This is an optimization exercise on Yosys and OpenROAD, whose aim is small area and a short achievable clock period, not a production implementation.
Only simulation tests tie the RTL to the original design; equivalence was not proved.
No activity file was given, so power comes from the tool's default toggle rates.

[flow/design.v]
module mult_top(
    input clk,
    input  [15:0] x,
    input  [15:0] y,
    output [31:0] p_out
    );
    localparam M = 13;
    wire [15:0] yv;
    wire x11, one0, two0, neg0, negp0, one1, two1, neg1, negp1, s10, s9, s8, s0;
    wire [12:0] oa;
    lobo_pre pre(.x(x), .y(y), .yv(yv), .x11(x11),
        .one0(one0), .two0(two0), .neg0(neg0), .negp0(negp0),
        .one1(one1), .two1(two1), .neg1(neg1), .negp1(negp1),
        .s10(s10), .s9(s9), .s8(s8), .s0(s0), .oa(oa));
    reg [15:0] Y_vec;    
    reg [8:0]  B_vec;    
    reg [3:0]  S_vec;    
    reg [12:0] A_vec;    
    always @(posedge clk)
    begin
        Y_vec <= yv;
        B_vec <= {x11, one0, two0, neg0, negp0, one1, two1, neg1, negp1};
        S_vec <= {s10, s9, s8, s0};
        A_vec <= oa;
    end
    wire [11:0] pl;
    wire [M:0] lo;
    wire [19-M:0] hi;
    lobo_sum sum(.yv(Y_vec), .x11(B_vec[8]),
        .one0(B_vec[7]), .two0(B_vec[6]), .neg0(B_vec[5]), .negp0(B_vec[4]),
        .one1(B_vec[3]), .two1(B_vec[2]), .neg1(B_vec[1]), .negp1(B_vec[0]),
        .s10(S_vec[3]), .s9(S_vec[2]), .s8(S_vec[1]), .s0(S_vec[0]),
        .oa(A_vec), .pl(pl), .lo(lo), .hi(hi));
    reg [11+M:0] L_vec;   
    reg          C_vec;   
    reg [19-M:0] H_vec;   
    always @(posedge clk)
    begin
        L_vec <= {lo[M-1:0], pl};
        C_vec <= lo[M];
        H_vec <= hi;
    end
    assign p_out[11+M:0] = L_vec;
    lobo_inc inc(.hi(H_vec), .c(C_vec), .p(p_out[31:12+M]));
endmodule
module lobo_pre(
    input  [15:0] x,
    input  [15:0] y,
    output [15:0] yv,           
    output x11,
    output one0, two0, neg0, negp0, one1, two1, neg1, negp1,
    output s10, s9, s8, s0,
    output [12:0] oa            
    );
    assign x11 = x[11];
    assign yv = y ^ {16{x11}};
    assign one0 = x[12] ^ x[11];
    assign two0 = ~one0 & (x[13] ^ x[12]);
    assign neg0 = x[13];
    assign one1 = x[14] ^ x[13];
    assign two1 = ~one1 & (x[15] ^ x[14]);
    assign neg1 = x[15];
    assign negp0 = neg0 ^ (x11 & (one0 | two0));
    assign negp1 = neg1 ^ (x11 & (one1 | two1));
    wire [10:0] a = x[10:0] ^ {11{x11}};
    assign s10 = a[10];
    assign s9  = ~a[10] & a[9];
    assign s8  = ~a[10] & ~a[9] & a[8];
    assign s0  = ~a[10] & ~a[9] & ~a[8] & (|a[7:0]);
    wire [9:0] x20 = {a[9] & a[10], a[8] & (a[10] | a[9]), a[7:1], a[0] & (a[10] | a[9] | a[8])};
    wire ps = x11 ^ y[15];
    wire [2:0] ya = y[14:12] ^ {3{y[15]}};
    wire k2 = ya[2];
    wire k1 = ~ya[2] & ya[1];
    wire k0 = ~ya[2] & ~ya[1] & ya[0];
    wire [12:0] ov = {{3{ps}}, x20 ^ {10{ps}}};
    assign oa = ({13{k2}} & (ov << 2)) | ({13{k1}} & (ov << 1)) | ({13{k0}} & ov);
endmodule
module lobo_sum(
    input  [15:0] yv,
    input  x11,
    input  one0, two0, neg0, negp0, one1, two1, neg1, negp1,
    input  s10, s9, s8, s0,
    input  [12:0] oa,
    output [11:0] pl,           
    output [13:0] lo,           
    output [6:0] hi            
    );
    assign pl[0] = (s0 & yv[0]);
    assign pl[1] = (s0 & yv[1]);
    assign pl[2] = (s0 & yv[2]);
    assign pl[3] = (s0 & yv[3]);
    assign pl[4] = (s0 & yv[4]);
    assign pl[5] = (s0 & yv[5]);
    assign pl[6] = (s0 & yv[6]);
    assign pl[7] = (s0 & yv[7]);
    assign pl[8] = (s0 & yv[8]) | (s8 & yv[0]);
    assign pl[9] = (s0 & yv[9]) | (s8 & yv[1]) | (s9 & yv[0]);
    assign pl[10] = (s0 & yv[10]) | (s8 & yv[2]) | (s9 & yv[1]) | (s10 & yv[0]);
    assign pl[11] = (s0 & yv[11]) | (s8 & yv[3]) | (s9 & yv[2]) | (s10 & yv[1]);
    wire c0 = (((one0 & yv[0]) | (two0 & x11)) ^ negp0) ^ neg0 ^ ((s10 & yv[2]) | (s9 & yv[3]) | (s8 & yv[4]) | (s0 & yv[12]));
    wire c1 = ((((one0 & yv[0]) | (two0 & x11)) ^ negp0) & neg0) | (((s10 & yv[2]) | (s9 & yv[3]) | (s8 & yv[4]) | (s0 & yv[12])) & ((((one0 & yv[0]) | (two0 & x11)) ^ negp0) ^ neg0));
    wire c2 = (((one0 & yv[1]) | (two0 & yv[0])) ^ negp0) ^ ((s10 & yv[3]) | (s9 & yv[4]) | (s8 & yv[5]) | (s0 & yv[13])) ^ oa[1];
    wire c3 = ((((one0 & yv[1]) | (two0 & yv[0])) ^ negp0) & ((s10 & yv[3]) | (s9 & yv[4]) | (s8 & yv[5]) | (s0 & yv[13]))) | (oa[1] & ((((one0 & yv[1]) | (two0 & yv[0])) ^ negp0) ^ ((s10 & yv[3]) | (s9 & yv[4]) | (s8 & yv[5]) | (s0 & yv[13]))));
    wire c4 = (((one0 & yv[2]) | (two0 & yv[1])) ^ negp0) ^ (((one1 & yv[0]) | (two1 & x11)) ^ negp1) ^ neg1;
    wire c5 = ((((one0 & yv[2]) | (two0 & yv[1])) ^ negp0) & (((one1 & yv[0]) | (two1 & x11)) ^ negp1)) | (neg1 & ((((one0 & yv[2]) | (two0 & yv[1])) ^ negp0) ^ (((one1 & yv[0]) | (two1 & x11)) ^ negp1)));
    wire c6 = (((one0 & yv[3]) | (two0 & yv[2])) ^ negp0) ^ (((one1 & yv[1]) | (two1 & yv[0])) ^ negp1) ^ ((s10 & yv[5]) | (s9 & yv[6]) | (s8 & yv[7]) | (s0 & yv[15]));
    wire c7 = ((((one0 & yv[3]) | (two0 & yv[2])) ^ negp0) & (((one1 & yv[1]) | (two1 & yv[0])) ^ negp1)) | (((s10 & yv[5]) | (s9 & yv[6]) | (s8 & yv[7]) | (s0 & yv[15])) & ((((one0 & yv[3]) | (two0 & yv[2])) ^ negp0) ^ (((one1 & yv[1]) | (two1 & yv[0])) ^ negp1)));
    wire c8 = (((one0 & yv[4]) | (two0 & yv[3])) ^ negp0) ^ (((one1 & yv[2]) | (two1 & yv[1])) ^ negp1) ^ ((s10 & yv[6]) | (s9 & yv[7]) | (s8 & yv[8]) | (s0 & yv[15]));
    wire c9 = ((((one0 & yv[4]) | (two0 & yv[3])) ^ negp0) & (((one1 & yv[2]) | (two1 & yv[1])) ^ negp1)) | (((s10 & yv[6]) | (s9 & yv[7]) | (s8 & yv[8]) | (s0 & yv[15])) & ((((one0 & yv[4]) | (two0 & yv[3])) ^ negp0) ^ (((one1 & yv[2]) | (two1 & yv[1])) ^ negp1)));
    wire c10 = (((one0 & yv[5]) | (two0 & yv[4])) ^ negp0) ^ (((one1 & yv[3]) | (two1 & yv[2])) ^ negp1) ^ ((s10 & yv[7]) | (s9 & yv[8]) | (s8 & yv[9]) | (s0 & yv[15]));
    wire c11 = ((((one0 & yv[5]) | (two0 & yv[4])) ^ negp0) & (((one1 & yv[3]) | (two1 & yv[2])) ^ negp1)) | (((s10 & yv[7]) | (s9 & yv[8]) | (s8 & yv[9]) | (s0 & yv[15])) & ((((one0 & yv[5]) | (two0 & yv[4])) ^ negp0) ^ (((one1 & yv[3]) | (two1 & yv[2])) ^ negp1)));
    wire c12 = (((one0 & yv[6]) | (two0 & yv[5])) ^ negp0) ^ (((one1 & yv[4]) | (two1 & yv[3])) ^ negp1) ^ ((s10 & yv[8]) | (s9 & yv[9]) | (s8 & yv[10]) | (s0 & yv[15]));
    wire c13 = ((((one0 & yv[6]) | (two0 & yv[5])) ^ negp0) & (((one1 & yv[4]) | (two1 & yv[3])) ^ negp1)) | (((s10 & yv[8]) | (s9 & yv[9]) | (s8 & yv[10]) | (s0 & yv[15])) & ((((one0 & yv[6]) | (two0 & yv[5])) ^ negp0) ^ (((one1 & yv[4]) | (two1 & yv[3])) ^ negp1)));
    wire c14 = (((one0 & yv[7]) | (two0 & yv[6])) ^ negp0) ^ (((one1 & yv[5]) | (two1 & yv[4])) ^ negp1) ^ ((s10 & yv[9]) | (s9 & yv[10]) | (s8 & yv[11]) | (s0 & yv[15]));
    wire c15 = ((((one0 & yv[7]) | (two0 & yv[6])) ^ negp0) & (((one1 & yv[5]) | (two1 & yv[4])) ^ negp1)) | (((s10 & yv[9]) | (s9 & yv[10]) | (s8 & yv[11]) | (s0 & yv[15])) & ((((one0 & yv[7]) | (two0 & yv[6])) ^ negp0) ^ (((one1 & yv[5]) | (two1 & yv[4])) ^ negp1)));
    wire c16 = (((one0 & yv[8]) | (two0 & yv[7])) ^ negp0) ^ (((one1 & yv[6]) | (two1 & yv[5])) ^ negp1) ^ ((s10 & yv[10]) | (s9 & yv[11]) | (s8 & yv[12]) | (s0 & yv[15]));
    wire c17 = ((((one0 & yv[8]) | (two0 & yv[7])) ^ negp0) & (((one1 & yv[6]) | (two1 & yv[5])) ^ negp1)) | (((s10 & yv[10]) | (s9 & yv[11]) | (s8 & yv[12]) | (s0 & yv[15])) & ((((one0 & yv[8]) | (two0 & yv[7])) ^ negp0) ^ (((one1 & yv[6]) | (two1 & yv[5])) ^ negp1)));
    wire c18 = (((one0 & yv[9]) | (two0 & yv[8])) ^ negp0) ^ (((one1 & yv[7]) | (two1 & yv[6])) ^ negp1) ^ ((s10 & yv[11]) | (s9 & yv[12]) | (s8 & yv[13]) | (s0 & yv[15]));
    wire c19 = ((((one0 & yv[9]) | (two0 & yv[8])) ^ negp0) & (((one1 & yv[7]) | (two1 & yv[6])) ^ negp1)) | (((s10 & yv[11]) | (s9 & yv[12]) | (s8 & yv[13]) | (s0 & yv[15])) & ((((one0 & yv[9]) | (two0 & yv[8])) ^ negp0) ^ (((one1 & yv[7]) | (two1 & yv[6])) ^ negp1)));
    wire c20 = (((one0 & yv[10]) | (two0 & yv[9])) ^ negp0) ^ (((one1 & yv[8]) | (two1 & yv[7])) ^ negp1) ^ ((s10 & yv[12]) | (s9 & yv[13]) | (s8 & yv[14]) | (s0 & yv[15]));
    wire c21 = ((((one0 & yv[10]) | (two0 & yv[9])) ^ negp0) & (((one1 & yv[8]) | (two1 & yv[7])) ^ negp1)) | (((s10 & yv[12]) | (s9 & yv[13]) | (s8 & yv[14]) | (s0 & yv[15])) & ((((one0 & yv[10]) | (two0 & yv[9])) ^ negp0) ^ (((one1 & yv[8]) | (two1 & yv[7])) ^ negp1)));
    wire c22 = (((one0 & yv[11]) | (two0 & yv[10])) ^ negp0) ^ (((one1 & yv[9]) | (two1 & yv[8])) ^ negp1) ^ ((s10 & yv[13]) | (s9 & yv[14]) | (s8 & yv[15]) | (s0 & yv[15]));
    wire c23 = ((((one0 & yv[11]) | (two0 & yv[10])) ^ negp0) & (((one1 & yv[9]) | (two1 & yv[8])) ^ negp1)) | (((s10 & yv[13]) | (s9 & yv[14]) | (s8 & yv[15]) | (s0 & yv[15])) & ((((one0 & yv[11]) | (two0 & yv[10])) ^ negp0) ^ (((one1 & yv[9]) | (two1 & yv[8])) ^ negp1)));
    wire c24 = (((one0 & yv[12]) | (two0 & yv[11])) ^ negp0) ^ (((one1 & yv[10]) | (two1 & yv[9])) ^ negp1) ^ ((s10 & yv[14]) | (s9 & yv[15]) | (s8 & yv[15]) | (s0 & yv[15]));
    wire c25 = ((((one0 & yv[12]) | (two0 & yv[11])) ^ negp0) & (((one1 & yv[10]) | (two1 & yv[9])) ^ negp1)) | (((s10 & yv[14]) | (s9 & yv[15]) | (s8 & yv[15]) | (s0 & yv[15])) & ((((one0 & yv[12]) | (two0 & yv[11])) ^ negp0) ^ (((one1 & yv[10]) | (two1 & yv[9])) ^ negp1)));
    wire c26 = (((one0 & yv[13]) | (two0 & yv[12])) ^ negp0) ^ (((one1 & yv[11]) | (two1 & yv[10])) ^ negp1) ^ ~((s10 | s9 | s8 | s0) & yv[15]);
    wire c27 = ((((one0 & yv[13]) | (two0 & yv[12])) ^ negp0) & (((one1 & yv[11]) | (two1 & yv[10])) ^ negp1)) | (~((s10 | s9 | s8 | s0) & yv[15]) & ((((one0 & yv[13]) | (two0 & yv[12])) ^ negp0) ^ (((one1 & yv[11]) | (two1 & yv[10])) ^ negp1)));
    wire c28 = ~((((one0 & yv[14]) | (two0 & yv[13])) ^ negp0) ^ (((one1 & yv[12]) | (two1 & yv[11])) ^ negp1));
    wire c29 = (((one0 & yv[14]) | (two0 & yv[13])) ^ negp0) | (((one1 & yv[12]) | (two1 & yv[11])) ^ negp1);
    wire c30 = ~((((one0 & yv[15]) | (two0 & yv[14])) ^ negp0) ^ (((one1 & yv[13]) | (two1 & yv[12])) ^ negp1));
    wire c31 = (((one0 & yv[15]) | (two0 & yv[14])) ^ negp0) | (((one1 & yv[13]) | (two1 & yv[12])) ^ negp1);
    wire c32 = ~(((one0 & yv[15]) | (two0 & yv[15])) ^ negp0) ^ (((one1 & yv[14]) | (two1 & yv[13])) ^ negp1);
    wire c33 = ~(((one0 & yv[15]) | (two0 & yv[15])) ^ negp0) & (((one1 & yv[14]) | (two1 & yv[13])) ^ negp1);
    wire c34 = ~(((one1 & yv[15]) | (two1 & yv[14])) ^ negp1);
    wire c35 = ((s10 & yv[4]) | (s9 & yv[5]) | (s8 & yv[6]) | (s0 & yv[14])) ^ oa[2] ^ c3;
    wire c36 = (((s10 & yv[4]) | (s9 & yv[5]) | (s8 & yv[6]) | (s0 & yv[14])) & oa[2]) | (c3 & (((s10 & yv[4]) | (s9 & yv[5]) | (s8 & yv[6]) | (s0 & yv[14])) ^ oa[2]));
    wire c37 = oa[3] ^ c5 ^ c6;
    wire c38 = (oa[3] & c5) | (c6 & (oa[3] ^ c5));
    wire c39 = oa[4] ^ c7 ^ c8;
    wire c40 = (oa[4] & c7) | (c8 & (oa[4] ^ c7));
    wire c41 = oa[5] ^ c9 ^ c10;
    wire c42 = (oa[5] & c9) | (c10 & (oa[5] ^ c9));
    wire c43 = oa[6] ^ c11 ^ c12;
    wire c44 = (oa[6] & c11) | (c12 & (oa[6] ^ c11));
    wire c45 = oa[7] ^ c13 ^ c14;
    wire c46 = (oa[7] & c13) | (c14 & (oa[7] ^ c13));
    wire c47 = oa[8] ^ c15 ^ c16;
    wire c48 = (oa[8] & c15) | (c16 & (oa[8] ^ c15));
    wire c49 = oa[9] ^ c17 ^ c18;
    wire c50 = (oa[9] & c17) | (c18 & (oa[9] ^ c17));
    wire c51 = oa[10] ^ c19 ^ c20;
    wire c52 = (oa[10] & c19) | (c20 & (oa[10] ^ c19));
    wire c53 = oa[11] ^ c21 ^ c22;
    wire c54 = (oa[11] & c21) | (c22 & (oa[11] ^ c21));
    wire c55 = oa[12] ^ c23 ^ c24;
    wire c56 = (oa[12] & c23) | (c24 & (oa[12] ^ c23));
    wire c57 = ~oa[12] ^ c25 ^ c26;
    wire c58 = (~oa[12] & c25) | (c26 & (~oa[12] ^ c25));
    wire c59 = c27 ^ c28;
    wire c60 = c27 & c28;
    wire c61 = c29 ^ c30;
    wire c62 = c29 & c30;
    wire c63 = c31 ^ c32;
    wire c64 = c31 & c32;
    wire c65 = c33 ^ c34;
    wire c66 = c33 & c34;
    wire c67 = ~(((one1 & yv[15]) | (two1 & yv[15])) ^ negp1) ^ (((one1 & yv[15]) | (two1 & yv[14])) ^ negp1);
    wire c68 = ~(((one1 & yv[15]) | (two1 & yv[15])) ^ negp1) & (((one1 & yv[15]) | (two1 & yv[14])) ^ negp1);
    wire [19:0] ra = {1'b1, c66, c64, c62, c60, c58, c56, c54, c52, c50, c48, c46, c44, c42, c40, c38, c36, c4, c1, oa[0]};
    wire [19:0] rb = {c68, c67, c65, c63, c61, c59, c57, c55, c53, c51, c49, c47, c45, c43, c41, c39, c37, c35, c2, c0};
    assign lo = {1'b0, ra[12:0]} + {1'b0, rb[12:0]};
    assign hi = ra[19:13] + rb[19:13];
endmodule
module lobo_inc(
    input  [6:0] hi,
    input  c,
    output [6:0] p
    );
    assign p = hi + c;
endmodule
module LOBOq2_12bit_1C_v2(
    input [15:0] x,
    input [15:0] y,
    output [31:0] p
    );
    wire [15:0] yv;
    wire x11, one0, two0, neg0, negp0, one1, two1, neg1, negp1, s10, s9, s8, s0;
    wire [12:0] oa;
    wire [13:0] lo;
    wire [6:0] hi;
    lobo_pre pre(.x(x), .y(y), .yv(yv), .x11(x11),
        .one0(one0), .two0(two0), .neg0(neg0), .negp0(negp0),
        .one1(one1), .two1(two1), .neg1(neg1), .negp1(negp1),
        .s10(s10), .s9(s9), .s8(s8), .s0(s0), .oa(oa));
    lobo_sum sum(.yv(yv), .x11(x11),
        .one0(one0), .two0(two0), .neg0(neg0), .negp0(negp0),
        .one1(one1), .two1(two1), .neg1(neg1), .negp1(negp1),
        .s10(s10), .s9(s9), .s8(s8), .s0(s0), .oa(oa),
        .pl(p[11:0]), .lo(lo), .hi(hi));
    assign p[24:12] = lo[12:0];
    lobo_inc inc(.hi(hi), .c(lo[13]), .p(p[31:25]));
endmodule
[flow/flow/run.sh]
#!/bin/bash
# Standard layout, with the smallest buffer (buf_1) on every input and output
# port, and a clock tree of clkbuf_8 without dummy loads.
set -euo pipefail
export BUFFER_PORTS_ARGS="-buffer_cell sky130_fd_sc_hd__buf_1"
export CTS_ARGS="-sink_clustering_enable -repair_clock_nets -dont_use_dummy_load -buf_list sky130_fd_sc_hd__clkbuf_8"
bash standard.sh > standard.log 2>&1
[flow/standard.sh]
#!/bin/bash
# synth_recipe.tcl (not shown) runs the flow's synth.tcl, then flattens the netlist and writes it again
# the make line also repeats each setting of config.mk as NAME=value (left out here)
make -C /OpenROAD-flow-scripts/flow DESIGN_CONFIG=/design/flow/config.mk WORK_HOME=/design/flow/orfs CLKGATE_MAP_FILE= SYNTH_SCRIPT=/design/flow/synth_recipe.tcl "${@:-finish}"
[flow/config.mk]
export PLATFORM = sky130hd
export DESIGN_NAME = mult_top
export DESIGN_NICKNAME = mult_top
export VERILOG_FILES = /design/flow/design.v
export SDC_FILE = /design/flow/constraint.sdc
export NUM_CORES = 4
export LEC_CHECK = 0
export ABC_AREA = 1
export CAP_MARGIN = 20
export CORE_MARGIN = 2
export CORE_UTILIZATION = 40
export SETUP_SLACK_MARGIN = 1.5
export SLEW_MARGIN = 20
[flow/constraint.sdc]
create_clock -name core_clock -period 5.2 [get_ports {clk}]
set_input_delay 1.0400 -clock core_clock [delete_from_list [all_inputs] [get_ports {clk}]]
set_output_delay 1.0400 -clock core_clock [all_outputs]
set_load 0.01 [all_outputs]
==> results.cfg, run 1 <==
[status]
status = complete, no violations

[critical_path]
arrival_ns = 3.61
crit_slowest_cell = dfxtp_1
reg2reg_from = B_vec[4]
crit_path_max_incr_delay_ns = 0.58
worstPathMaxFanout = 11
startpoint_type = register
path_class = reg -> reg
rrSetupSlack_ns = 1.82
critPathCaptureType = register
cp_data_required_time_ns = 5.43
crit_chain = inv_1 > xor2_1 > fa_1 > inv_1 > fa_1 > ha_1 > nand2_1 > inv_1 > nand2_1 > nand2_1 > nand2_1 > nand3_1 > nand2_1 > nand2_1
cp_common_cell = nand2_1
crit_start = B_vec[4]

[final_layout]
nets = 805
diodes = 0
syn_to_final_growth_pct = 9.52
layout-drive-gt1-share_pct = 1.96

[pwr]
total_power_mw = 3.09
p_per_area_nw_per_um2 = 553
p_leak_nw = 2.79
ir_worst_vdd_mv = 0.200

[hold_path]
hold_path.class = reg -> reg
hold_start = Y_vec[2]

[synthesis]
synthCells = 659
muxShareOfSynthArea_pct = 0
synth_top_family_by_area = adder cells
synth_compound_area_share_pct = 11.3
syn_avg_cell_area_um2 = 7.74
synth_fa_ha_area_share_pct = 18.1
syn_nets = 749
synth_area_um2 = 5100
yosys_warnings = 1
yosysSeqAreaShare_pct = 29.4
synth_cell_types = 29
yosys.area_share.simple_pct = 16.9
synth_xor_area_share_pct = 13.2
ys_ff_latch = 75

[clock_network]
cts.sinks = 75
clk-insertion-delay-late_ns = 0.36
htreeDepth = 3
path_clk_slew_ns = 0.08
cts_made_buffers = 9
cts_tree = done
ctsHoldBuffers = 0
postCtsSetupBuffers = 0
cts_buffer_depth = 2
cts-root-buf = clkbuf_8
post_cts_resized = 0

[floorplan]
fp-row-count = 41
initial_core_util_pct = 40.7
io-pin-count = 65
die_h_um = 117
die_area_um2 = 13700
die_x_um = 117
design.core.area_um2 = 12500

[sta]
tightest_slew_ns = 0.812
rsz0062_at_grt = false
fin_skew_ns = 0.0326
setup_viol = 0
drv_slew = 0
fin_crit_sh_pct = 65.0
fmax_ghz = 0.296
max_slew_margin_pct = 45.9
hold_viol = 0
fin_tns_setup_ns = 0
fin_crit_ns = 3.38

[route]
drtAntennaViolNets = 0
wl_mm = 11.8
detail_route.first_pass.iterations = 6
routed-via-count = 4296
route.detailed.drc = 0
avgViaCountPerCell = 4.85
wl_per_cell_um = 13.4
drt_iter0_drc = 242

[global_route]
grt_pass1_wl_mm = 19.1
grt_use_total_pct = 18.2
antenna_found_initial = 0
grt_pass1_vias = 4041
grt_max_degree = 33
grt_overflow = 0

[place]
port_buffers = 64
place_congestion = 0.878
place_hpwl_mm = 9.59

[job]
cap_violations = 0
## metal layers
layer  wire [um]  up-vias  share of wire, %  track usage, %
li1            -     2192                 -               -
met2        5600      115                47            30.9
met5           0        -                 0               0
met3         470       16               4.0            3.81
met1        5470     1973                46            23.1
met4         299        0               2.5            6.27
## cells in the mapped netlist, drive strengths merged
| cell type | count | area (um^2) |
|---|---|---|
| inv | 125 | 469 |
| buf | 10 | 61.3 |
| nand4 | 7 | 43.8 |
| a22oi | 1 | 7.51 |
| o21ai | 29 | 145 |
| a21oi | 15 | 75.1 |
| nand2 | 134 | 505 |
| a31oi | 1 | 6.26 |
| nand3 | 36 | 180 |
| a21o | 1 | 7.51 |
| clkbuf | 9 | 33.8 |
| or2 | 1 | 6.26 |
| xnor2 | 18 | 158 |
| and2 | 1 | 6.26 |
| nor2 | 28 | 105 |
| xor2 | 59 | 517 |
| o22ai | 38 | 238 |
| o31ai | 1 | 7.51 |
| dfxtp | 75 | 1500 |
| fa | 28 | 561 |
| a221oi | 9 | 78.8 |
| nor3 | 3 | 15.0 |
| ha | 29 | 363 |
| o221ai | 1 | 8.76 |
## power by group
group / switching (mW) / internal [mW] / leakage (nW)
sequential: 0.0648 / 0.734 / 0.628
combinational: 1.18 / 0.769 / 2.10
clock: 0.186 / 0.154 / 0.0647
## layout by cell type, fill, tap and decap left out
| cell | synthesis | final |
|---|---|---|
| dfxtp_1 | 75 | 75 |
| inv_2 | 2 | 2 |
| o21ai_0 | 25 | 25 |
| o22ai_1 | 38 | 38 |
| buf_1 | 0 | 63 |
| clkbuf_8 | 0 | 9 |
| nor2_1 | 28 | 28 |
| o21ai_1 | 4 | 4 |
| fa_1 | 28 | 28 |
| xor2_1 | 59 | 59 |
| clkbuf_2 | 0 | 1 |
| a21oi_1 | 15 | 15 |
| a21o_1 | 1 | 1 |
| nand3_1 | 36 | 36 |
| nand4_1 | 7 | 7 |
| o221ai_1 | 1 | 1 |
| and2_1 | 1 | 1 |
| nor3_1 | 3 | 3 |
| ha_1 | 29 | 29 |
| inv_1 | 123 | 123 |
| o31ai_1 | 1 | 1 |
| xnor2_1 | 18 | 18 |
| nand2_1 | 133 | 133 |
| or2_2 | 1 | 1 |
| a22oi_1 | 1 | 1 |
| nand2_2 | 1 | 1 |
| a221oi_1 | 9 | 9 |
| a31oi_1 | 1 | 1 |
## final timing paths
check | endpoint | depth (start not counted)
max | L_vec[21] | 14
min reg2reg | L_vec[2] | 2
min | L_vec[2] | 2
max reg2reg | L_vec[21] | 14
## sequential cells by signal, indices dropped and copies added, names as in the netlist
signal	flops
H_vec	7
L_vec	25
S_vec	4
A_vec	13
C_vec	1
Y_vec	16
B_vec	9
## layout make-up
cell class / instances / area [um^2]
Fill cell: 1338 / 6930
Multi-Input combinational cell: 440 / 3030
Sequential cell: 75 / 1500
Inverter: 125 / 469
Timing Repair Buffer: 64 / 241
Tap cell: 172 / 215
Clock buffer: 9 / 124
## worst max-delay path, delay by kind of cell, from the launching register on
kind,cells,cell delay (ns)
XOR/XNOR,1,0.28
adder cells (fa/ha/maj),3,1.35
buffers and inverters,3,0.50
flip-flops,1,0.58
AND/OR/NAND/NOR,7,0.55
## logic make-up after synthesis
group,after synthesis
buf+inv,144
flops,75
xor+xnor,77
simple gates,210
compound gates,96
fa+ha+maj,57
## metrics by stage
step                std cells  util, %  instance area, um^2  setup slack, ns  hold WS [ns]
CTS                       885     44.6                 5590             1.84         0.443
global route              885     44.6                 5590             1.58         0.474
floorplan                 659        -                 5100             2.17         0.413
detailed placement        876     43.6                 5460             1.88         0.437
global placement          876     43.6                 5460             1.87         0.454
finish                    885     44.6                 5590             1.82         0.445
==> run 2, diff against run 1 <==
--- a/flow/config.mk
+++ b/flow/config.mk
@@ -9,5 +9,5 @@
 export CAP_MARGIN = 20
 export CORE_MARGIN = 2
 export CORE_UTILIZATION = 40
-export SETUP_SLACK_MARGIN = 1.5
+export SETUP_SLACK_MARGIN = 2.4
 export SLEW_MARGIN = 20
==> results.cfg, run 2 <==
[global_route]
antenna_found_initial = 0
grt_pass1_wl_mm = 21.1
grt_overflow = 0
grt_max_degree = 33
grt_pass1_vias = 4412
grt_use_total_pct = 20.0

[critical_path]
crit_buf_inv = 2
cp_data_required_time_ns = 5.44
crit_chain = clkinvlp_4 > buf_6 > o22ai_4 > xor2_2 > fa_1 > fa_2 > ha_4 > fa_2 > nand4_1 > nand3_1 > xnor2_1
cp_common_cell = fa_2
path_class = reg -> reg
critPathCaptureType = register
crit_path_max_incr_delay_ns = 0.57
crit_slowest_cell = fa_1
critPathTopFamily = adder cells
arrival_ns = 3.36
worstPathMaxFanout = 6
startpoint_type = register

[clock_network]
ctsHoldBuffers = 0
cts_buffer_depth = 2
clk-insertion-delay-late_ns = 0.37
cts-root-buf = clkbuf_8
cts_made_buffers = 9
path_clk_slew_ns = 0.07
htreeDepth = 3
cts_tree = done
cts.sinks = 75

[synthesis]
synth.most_common_cell = nand2_1
synth_top_area_share_pct = 29.4
synth-edff-count = 0
syn_avg_cell_area_um2 = 7.74
synth_top_cell_by_area = dfxtp_1
synth_xor_area_share_pct = 13.2
syn_nets = 749
ys_ff_latch = 75
synthCells = 659
synth_area_leaders = dfxtp_1 (29%), fa_1 (11%), xor2_1 (10%)
synth_area_um2 = 5100
synth_cell_types = 29
synth_ff_type = dfxtp_1
synthTopCellsByCount = nand2_1 (133), inv_1 (123), dfxtp_1 (75), xor2_1 (59), o22ai_1 (38)
yosysSeqAreaShare_pct = 29.4
synth_top_family_by_area = adder cells
synth_fa_ha_area_share_pct = 18.1
yosys_warnings = 1
muxShareOfSynthArea_pct = 0
synthArstFlopShare_pct = 0
synth_compound_area_share_pct = 11.3
yosys.area_share.simple_pct = 16.9

[final_layout]
seq_area_um2 = 1530
layout-drive-gt1-share_pct = 23.3
final_area_um2 = 6580
final_common_cell = nand2_1
fin_cells = 916
largestRegisters = L_vec x25, Y_vec x16, A_vec x13
diodes = 0
multi_input_area_um2 = 3690
most-common-layout-cells = nand2_1 (117), inv_1 (102), dfxtp_1 (63), buf_1 (62), xor2_1 (54)
largest_register_ffs = 25
syn_to_final_growth_pct = 29.0
num-fill-cells = 1219
regMostFlops = L_vec
nets = 836

[floorplan]
io-pin-count = 65
die_area_um2 = 13700
initial_core_util_pct = 40.7
die_x_um = 117
fp-row-count = 41
die_h_um = 117
design.core.area_um2 = 12500

[sta]
max_slew_margin_pct = 44.1
fin_crit_sh_pct = 60.0
drv_slew = 0
rsz0062_at_grt = true
setup_viol = 0
hold_viol = 0
fin_skew_ns = 0.0282
fin_tns_setup_ns = 0
tightest_slew_ns = 0.838
fmax_ghz = 0.321
fin_crit_ns = 3.12

[route]
wl_mm = 13.1
routed-via-count = 4510
avgViaCountPerCell = 4.92
wl_met3_um = 572
route.top_layer_used = met4
wl_met2_mm = 6.67
drt_iter0_drc = 274
drtAntennaViolNets = 0
wl_met1_mm = 5.55
wl_per_cell_um = 14.3
route.detailed.drc = 0
detail_route.first_pass.iterations = 4

[place]
place_hpwl_mm = 9.95
dp_cells = 876
place_congestion = 0.910
dpl_cell_area_um2 = 5510
port_buffers = 64

[hold_path]
hold_path.class = reg -> reg

[job]
cap_violations = 0

[pwr]
ir_worst_vdd_mv = 0.316
p_per_area_nw_per_um2 = 605
p_leak_nw = 3.04

[status]
status = complete, no violations
[run 2: layout make-up]
class / count / area share, %
multi-input combinational: 440 / 56.1
sequential: 75 / 23.2
timing repair buffer: 94 / 7.91
inverter: 125 / 7.47
tap: 172 / 3.27
clock buffer: 9 / 1.88
timing repair inverter: 1 / 0.114
[run 2: layer usage]
metal,GRT usage (%),up-vias
li1,-,2260
met1,24.1,2124
met2,35.3,103
met3,4.43,23
met4,7.06,0
met5,0,-
[run 2: power breakdown]
group | internal (mW) | leakage (nW) | total [mW] | switching, mW
clock | 0.154 | 0.0647 | 0.335 | 0.181
sequential | 0.735 | 0.631 | 0.808 | 0.0722
combinational | 1.27 | 2.34 | 2.84 | 1.57
[run 2: metrics by stage]
step,power (mW),util (%),hold slack [ns],worst slack [ns]
2_1_floorplan,2.41,-,0.413,2.39
3_3_place_gp,2.84,44.0,0.446,1.82
3_5_place_dp,2.86,44.0,0.434,1.80
4_1_cts,3.66,49.9,0.445,2.18
5_1_grt,4.38,52.6,0.464,1.97
6_report,3.98,52.6,0.442,2.08
[run 2: cells by family after synthesis]
family | after synthesis
AO/OA/AOI/OAI | 96
XOR/XNOR | 77
adder cells (fa/ha/maj) | 57
buffers and inverters | 144
flip-flops | 75
AND/OR/NAND/NOR | 210
[run 2: what timing repair did]
item,CTS,global route
pin swaps,56,32
gates cloned,1,0
resized for setup,92,65
buffers inserted,21,9
setup endpoints to repair,19,18
[run 2: worst reg2reg max path: stages, from the launching register on]
cell        delay [ns]
dfxtp_4           0.38
clkinvlp_4        0.22
buf_6             0.21
o22ai_4           0.16
xor2_2            0.10
fa_1              0.57
fa_2              0.46
ha_4              0.18
fa_2              0.39
nand4_1           0.11
nand3_1           0.09
xnor2_1           0.14
[run 2: path summary, 6_finish.rpt]
kind	slack, ns	endpoint	cells past startpoint	start
setup / recovery	2.08	H_vec[6]	11	B_vec[3]
hold / removal	0.44	L_vec[2]	2	Y_vec[2]
setup reg to reg	2.08	H_vec[6]	11	B_vec[3]
hold reg to reg	0.44	L_vec[2]	2	Y_vec[2]
==> run 3, diff against run 2 <==
--- a/flow/config.mk
+++ b/flow/config.mk
@@ -9,5 +9,5 @@
 export CAP_MARGIN = 20
 export CORE_MARGIN = 2
 export CORE_UTILIZATION = 40
-export SETUP_SLACK_MARGIN = 2.4
+export SETUP_SLACK_MARGIN = 2.0
 export SLEW_MARGIN = 20
==> results.cfg, run 3 <==
[status]
status = complete, no violations

[synthesis]
syn_nets = 749
ys_ff_latch = 75
synth-edff-count = 0
synth_top_area_share_pct = 29.4
synthArstFlopShare_pct = 0
synth_top_cell_by_area = dfxtp_1
synthCells = 659
synth_cell_types = 29
synth_area_um2 = 5100
synthTopCellsByCount = nand2_1 (133), inv_1 (123), dfxtp_1 (75), xor2_1 (59), o22ai_1 (38)
synth.most_common_cell = nand2_1
syn_avg_cell_area_um2 = 7.74
synth_area_leaders = dfxtp_1 (29%), fa_1 (11%), xor2_1 (10%)
yosys_warnings = 1
yosysSeqAreaShare_pct = 29.4
synth_ff_type = dfxtp_1

[final_layout]
layout-drive-gt1-share_pct = 10.9
final_common_cell = nand2_1
num-fill-cells = 1290
largestRegisters = L_vec x25, Y_vec x16, A_vec x13
syn_to_final_growth_pct = 17.4
nets = 818
regMostFlops = L_vec
most-common-layout-cells = nand2_1 (130), inv_1 (115), buf_1 (63), dfxtp_1 (62), xor2_1 (58)
diodes = 0
fin_cells = 898
largest_register_ffs = 25

[clock_network]
cts-root-buf = clkbuf_8
cts_buffer_depth = 2
ctsHoldBuffers = 0
cts_tree = done
path_clk_slew_ns = 0.08
clk-insertion-delay-late_ns = 0.36
cts.sinks = 75
htreeDepth = 3
cts_made_buffers = 9

[pwr]
p_leak_nw = 2.87
swShare_pct = 45.6
p_sw_mw = 1.54
internal-power_mw = 1.83
seq_power_share_pct = 24.0
p_per_area_nw_per_um2 = 562
p_comb_share_pct = 65.9
p_clk_share_pct = 10.2
ir_worst_vdd_mv = 0.253

[floorplan]
die_x_um = 117
design.core.area_um2 = 12500
die_h_um = 117
io-pin-count = 65
fp-row-count = 41
die_area_um2 = 13700
initial_core_util_pct = 40.7

[place]
place_congestion = 0.878
pre_cts_ws_ns = 1.88
dp_cells = 876
place_hpwl_mm = 9.59
port_buffers = 64

[sta]
fmax_ghz = 0.329
hold_viol = 0
setup_viol = 0
tightest_slew_ns = 0.807
fin_crit_sh_pct = 58.4
drv_slew = 0
fin_skew_ns = 0.0321
rsz0062_at_grt = true
fin_tns_setup_ns = 0
fin_crit_ns = 3.04
setup_slack_ns = 2.16
max_slew_margin_pct = 46.0

[global_route]
grt_overflow = 0
grt_max_degree = 33
grt_pass1_wl_mm = 19.4
grt_use_total_pct = 18.4
antenna_found_initial = 0
grt_pass1_vias = 4132

[route]
wl_mm = 12.2
wl_per_cell_um = 13.6
drt_iter0_drc = 305
drtAntennaViolNets = 0
avgViaCountPerCell = 4.87
detail_route.first_pass.iterations = 5
routed-via-count = 4371
route.detailed.drc = 0

[critical_path]
cp_data_required_time_ns = 5.44
crit_slowest_cell = fa_1
crit_buf_inv = 3
path_class = reg -> reg
crit_chain = clkinvlp_4 > o22ai_1 > a21oi_1 > o21ai_1 > fa_1 > inv_1 > fa_1 > inv_1 > ha_1 > nand2_1 > nand3_1 > a21oi_1 > xnor2_1
startpoint_type = register
critPathTopFamily = adder cells
arrival_ns = 3.28
critPathCaptureType = register
worstPathMaxFanout = 13
crit_path_max_incr_delay_ns = 0.47

[hold_path]
hold_path.class = reg -> reg

[job]
cap_violations = 0
run 3: changes by cell type in the layout (fill, tap and decap cells not counted), sizes merged:
cell      delta
buf         -17
clkinvlp     +2
inv          -3
run 3: power groups by stage:
stage / logic [mW] / clock network [mW] / registers, mW
3_3_place_gp: 1.94 / 0 / 0.810
3_5_place_dp: 1.96 / 0 / 0.814
2_1_floorplan: 1.51 / 0 / 0.820
4_1_cts: 1.99 / 0.357 / 0.803
5_1_grt: 2.52 / 0.377 / 0.821
6_report: 2.22 / 0.342 / 0.807
run 3: layout make-up:
cell class | count | area, um^2 | share of cell area [%]
clock buffer | 9 | 124 | 2.07
timing repair buffer | 77 | 377 | 6.29
multi-input combinational | 440 | 3250 | 54.3
sequential | 75 | 1530 | 25.5
tap | 172 | 215 | 3.60
inverter | 125 | 495 | 8.28
run 3: repair_timing:
action,4_1_cts,5_1_grt
gates resized for setup,9,52
pin swaps,0,16
setup endpoints to repair,12,13
buffers inserted,12,1
run 3: worst paths after layout:
path	startpoint	to	slack (ns)	cells past startpoint
worst max-delay path	S_vec[3]	L_vec[17]	2.16	13
worst min-delay path	Y_vec[1]	L_vec[1]	0.45	2
worst max register to register	S_vec[3]	L_vec[17]	2.16	13
worst min register to register	Y_vec[1]	L_vec[1]	0.45	2
run 3: through the flow:
step / power (mW) / utilization, % / hold WS (ns) / area, um^2
after global placement: 2.75 / 43.6 / 0.454 / 5460
after detailed placement: 2.77 / 43.6 / 0.437 / 5460
after global routing: 3.72 / 47.8 / 0.473 / 5990
after floorplan: 2.33 / - / 0.413 / 5100
after CTS: 3.15 / 45.9 / 0.443 / 5740
final: 3.36 / 47.8 / 0.450 / 5990
run 3: per-layer routing:
layer,global-route usage (%),vias up,wire length [um]
li1,-,2221,-
met1,23.4,2010,5540
met2,31.2,117,5820
met3,3.45,23,551
met4,6.82,0,323
met5,0,-,0
run 3: worst min-delay path: stages, from the launching register on:
cell	delay, ns
dfxtp_1	0.32
nand2_1	0.06
inv_1	0.03
run 3: cell families after synthesis:
group | synth area share [%]
AOI/OAI and AO/OA | 11.3
xor gates and xnor gates | 13.2
adders and majority gates | 18.1
buffers and inverters | 11.1
DFF | 29.4
and+or+nand+nor | 16.9
==> run 4, diff against run 3 <==
==> flow/flow/run.sh (replaced) <==
#!/bin/bash
# Standard layout, with the smallest buffer (buf_1) on every input and output port.
set -euo pipefail
export BUFFER_PORTS_ARGS="-buffer_cell sky130_fd_sc_hd__buf_1"
bash standard.sh > standard.log 2>&1
--- a/flow/config.mk
+++ b/flow/config.mk
@@ -9,5 +9,5 @@
 export CAP_MARGIN = 20
 export CORE_MARGIN = 2
 export CORE_UTILIZATION = 40
-export SETUP_SLACK_MARGIN = 2.0
+export SETUP_SLACK_MARGIN = 1.5
 export SLEW_MARGIN = 20
==> results.cfg, run 4 <==
[sta]
fin_tns_setup_ns = 0
setup_viol = 0
fin_skew_ns = 0.00686
fmax_ghz = 0.296
drv_slew = 0
max_slew_margin_pct = 46.1
hold_viol = 0
rsz0062_at_grt = false
setup_slack_ns = 1.82
tightest_slew_ns = 0.809
fin_crit_ns = 3.38
fin_crit_sh_pct = 65.0

[final_layout]
largestRegisters = L_vec x25, Y_vec x16, A_vec x13
regMostFlops = L_vec
fin_cells = 892
final_common_cell = nand2_1
most-common-layout-cells = nand2_1 (133), inv_1 (123), dfxtp_1 (75), buf_1 (63), xor2_1 (59)
layout-drive-gt1-share_pct = 2.78
diodes = 0
nets = 805
largest_register_ffs = 25
syn_to_final_growth_pct = 13.2
post-route-util_pct = 46.1

[job]
cap_violations = 0

[route]
route.detailed.drc = 0
avgViaCountPerCell = 4.83
drtAntennaViolNets = 0
detail_route.first_pass.iterations = 5
drt_iter0_drc = 298
routed-via-count = 4304
wl_per_cell_um = 13.5
wl_mm = 12.0

[pwr]
seq_power_share_pct = 23.5
swShare_pct = 44.2
internal-power_mw = 1.90
ir_worst_vdd_mv = 0.256
p_sw_mw = 1.50
p_leak_nw = 2.88
p_clk_share_pct = 18.9
p_comb_share_pct = 57.6
p_per_area_nw_per_um2 = 589
total_power_mw = 3.40

[status]
status = complete, no violations

[place]
place_hpwl_mm = 9.59
port_buffers = 64
pre_cts_ws_ns = 1.88
dp_cells = 876
place_congestion = 0.878

[critical_path]
startpoint_type = register
worst_r2r_endpoint = L_vec[21]
cp_data_required_time_ns = 5.43
rrSetupSlack_ns = 1.82
worstPathMaxFanout = 11
arrival_ns = 3.61
critPathCaptureType = register
reg2reg_from = B_vec[4]
reg2reg_depth = 14
path_class = reg -> reg

[global_route]
grt_pass1_wl_mm = 19.3
grt_overflow = 0
grt_use_total_pct = 18.3
antenna_found_initial = 0
grt_pass1_vias = 4111
grt_max_degree = 33

[synthesis]
yosysSeqAreaShare_pct = 29.4
synth_area_leaders = dfxtp_1 (29%), fa_1 (11%), xor2_1 (10%)
synth-edff-count = 0
synthCells = 659
synth_cell_types = 29
yosys_warnings = 1
synth_ff_type = dfxtp_1
synth_top_area_share_pct = 29.4
synth_top_cell_by_area = dfxtp_1
synthTopCellsByCount = nand2_1 (133), inv_1 (123), dfxtp_1 (75), xor2_1 (59), o22ai_1 (38)
synth.most_common_cell = nand2_1
synthArstFlopShare_pct = 0
synth_area_um2 = 5100
ys_ff_latch = 75
syn_nets = 749
syn_avg_cell_area_um2 = 7.74

[clock_network]
cts_made_buffers = 9
cts_buffer_depth = 2
post_cts_resized = 0
htreeDepth = 3
cts_tree = done
clk-insertion-delay-late_ns = 0.34
path_clk_slew_ns = 0.06
postCtsSetupBuffers = 0
cts.sinks = 75
cts-root-buf = clkbuf_16
ctsHoldBuffers = 0

[hold_path]
hold_path.class = reg -> reg
hold_start = Y_vec[1]
hold_end = L_vec[1]
hold_depth = 2

[floorplan]
die_h_um = 117
design.core.area_um2 = 12500
io-pin-count = 65
fp-row-count = 41
die_x_um = 117
initial_core_util_pct = 40.7
die_area_um2 = 13700
-- run 4: layer usage --
layer	wire length [um]	track usage (%)
met5	0	0
met4	281	6.27
met3	530	3.35
met2	5690	31.4
met1	5500	23.4
-- run 4: stage by stage --
step                hold WS, ns  instance area (um^2)
floorplan                 0.413                  5100
global placement          0.454                  5460
detailed placement        0.437                  5460
CTS                       0.442                  5770
global route              0.470                  5770
finish                    0.444                  5770
-- run 4: logic make-up after synthesis --
kind of cell / share of synthesized area, %
xor gates and xnor gates: 13.2
DFF: 29.4
and+or+nand+nor: 16.9
AOI/OAI and AO/OA: 11.3
buffers and inverters: 11.1
adders and majority gates: 18.1
-- run 4: critical path, cell delays in order (launching register included) --
cell and delay, ns:
dfxtp_1 0.57, inv_1 0.39, xor2_1 0.28, fa_1 0.56, inv_1 0.05, fa_1 0.43, ha_1 0.36, nand2_1 0.14
inv_1 0.06, nand2_1 0.07, nand2_1 0.04, nand2_1 0.08, nand3_1 0.10, nand2_1 0.08, nand2_1 0.05
-- run 4: area by class of cell --
| cell class | count | area (um^2) |
|---|---|---|
| multi-input combinational | 440 | 3030 |
| clock inverter | 5 | 67.6 |
| timing repair buffer | 64 | 241 |
| sequential | 75 | 1500 |
| clock buffer | 11 | 243 |
| fill | 1316 | 6750 |
| tap | 172 | 215 |
| inverter | 125 | 469 |
-- run 4: how the worst max path moves through the flow --
stage	startpoint	to	slack, ns	depth (start not counted)
2_1_floorplan	B_vec[6]	H_vec[6]	2.17	11
3_3_place_gp	B_vec[0]	C_vec	1.87	12
3_5_place_dp	B_vec[4]	L_vec[21]	1.88	14
4_1_cts	B_vec[4]	L_vec[21]	1.85	12
5_1_grt	B_vec[0]	L_vec[21]	1.60	12
6_report	B_vec[4]	L_vec[21]	1.82	14
-- run 4: power groups by stage --
stage | sequential, mW | combinational [mW] | clock (mW)
floorplan | 0.820 | 1.51 | 0
global placement | 0.810 | 1.94 | 0
detailed placement | 0.814 | 1.96 | 0
CTS | 0.801 | 1.98 | 0.661
global route | 0.813 | 2.26 | 0.684
finish | 0.799 | 1.96 | 0.645

==> port drivers added, routing unchanged <==
The results above use ideal ports. As a check the final layouts listed here were re-extracted and re-timed, cells and wires unchanged.
Step 1, drivers: a clkbuf_16 drives clk and a buf_2 each remaining input, both assumed.
Step 2 adds t to the input delays and takes it off the output delays; t is the mean of the earliest and latest rising clock arrival at the registers after step 1. Input paths then give back, and output paths get back, about the clock's delay inside the block.
Slacks: no drivers / after step 1 / after step 2; pairs: no drivers / after step 1.
run | shift t [ns] | setup WS [ns] | hold slack, ns | worst register clock-pin slew, ns
run 1 | 0.374 | 1.821 / 1.821 / 1.821 | 0.445 / 0.445 / 0.445 | 0.08 / 0.08
run 2 | 0.391 | 2.081 / 2.081 / 2.081 | 0.442 / 0.442 / 0.442 | 0.08 / 0.08
run 3 | 0.377 | 2.161 / 2.161 / 2.161 | 0.450 / 0.450 / 0.450 | 0.08 / 0.08
run 4 | 0.373 | 1.819 / 1.819 / 1.819 | 0.444 / 0.444 / 0.444 | 0.06 / 0.06
After both steps every run listed still meets setup and hold.
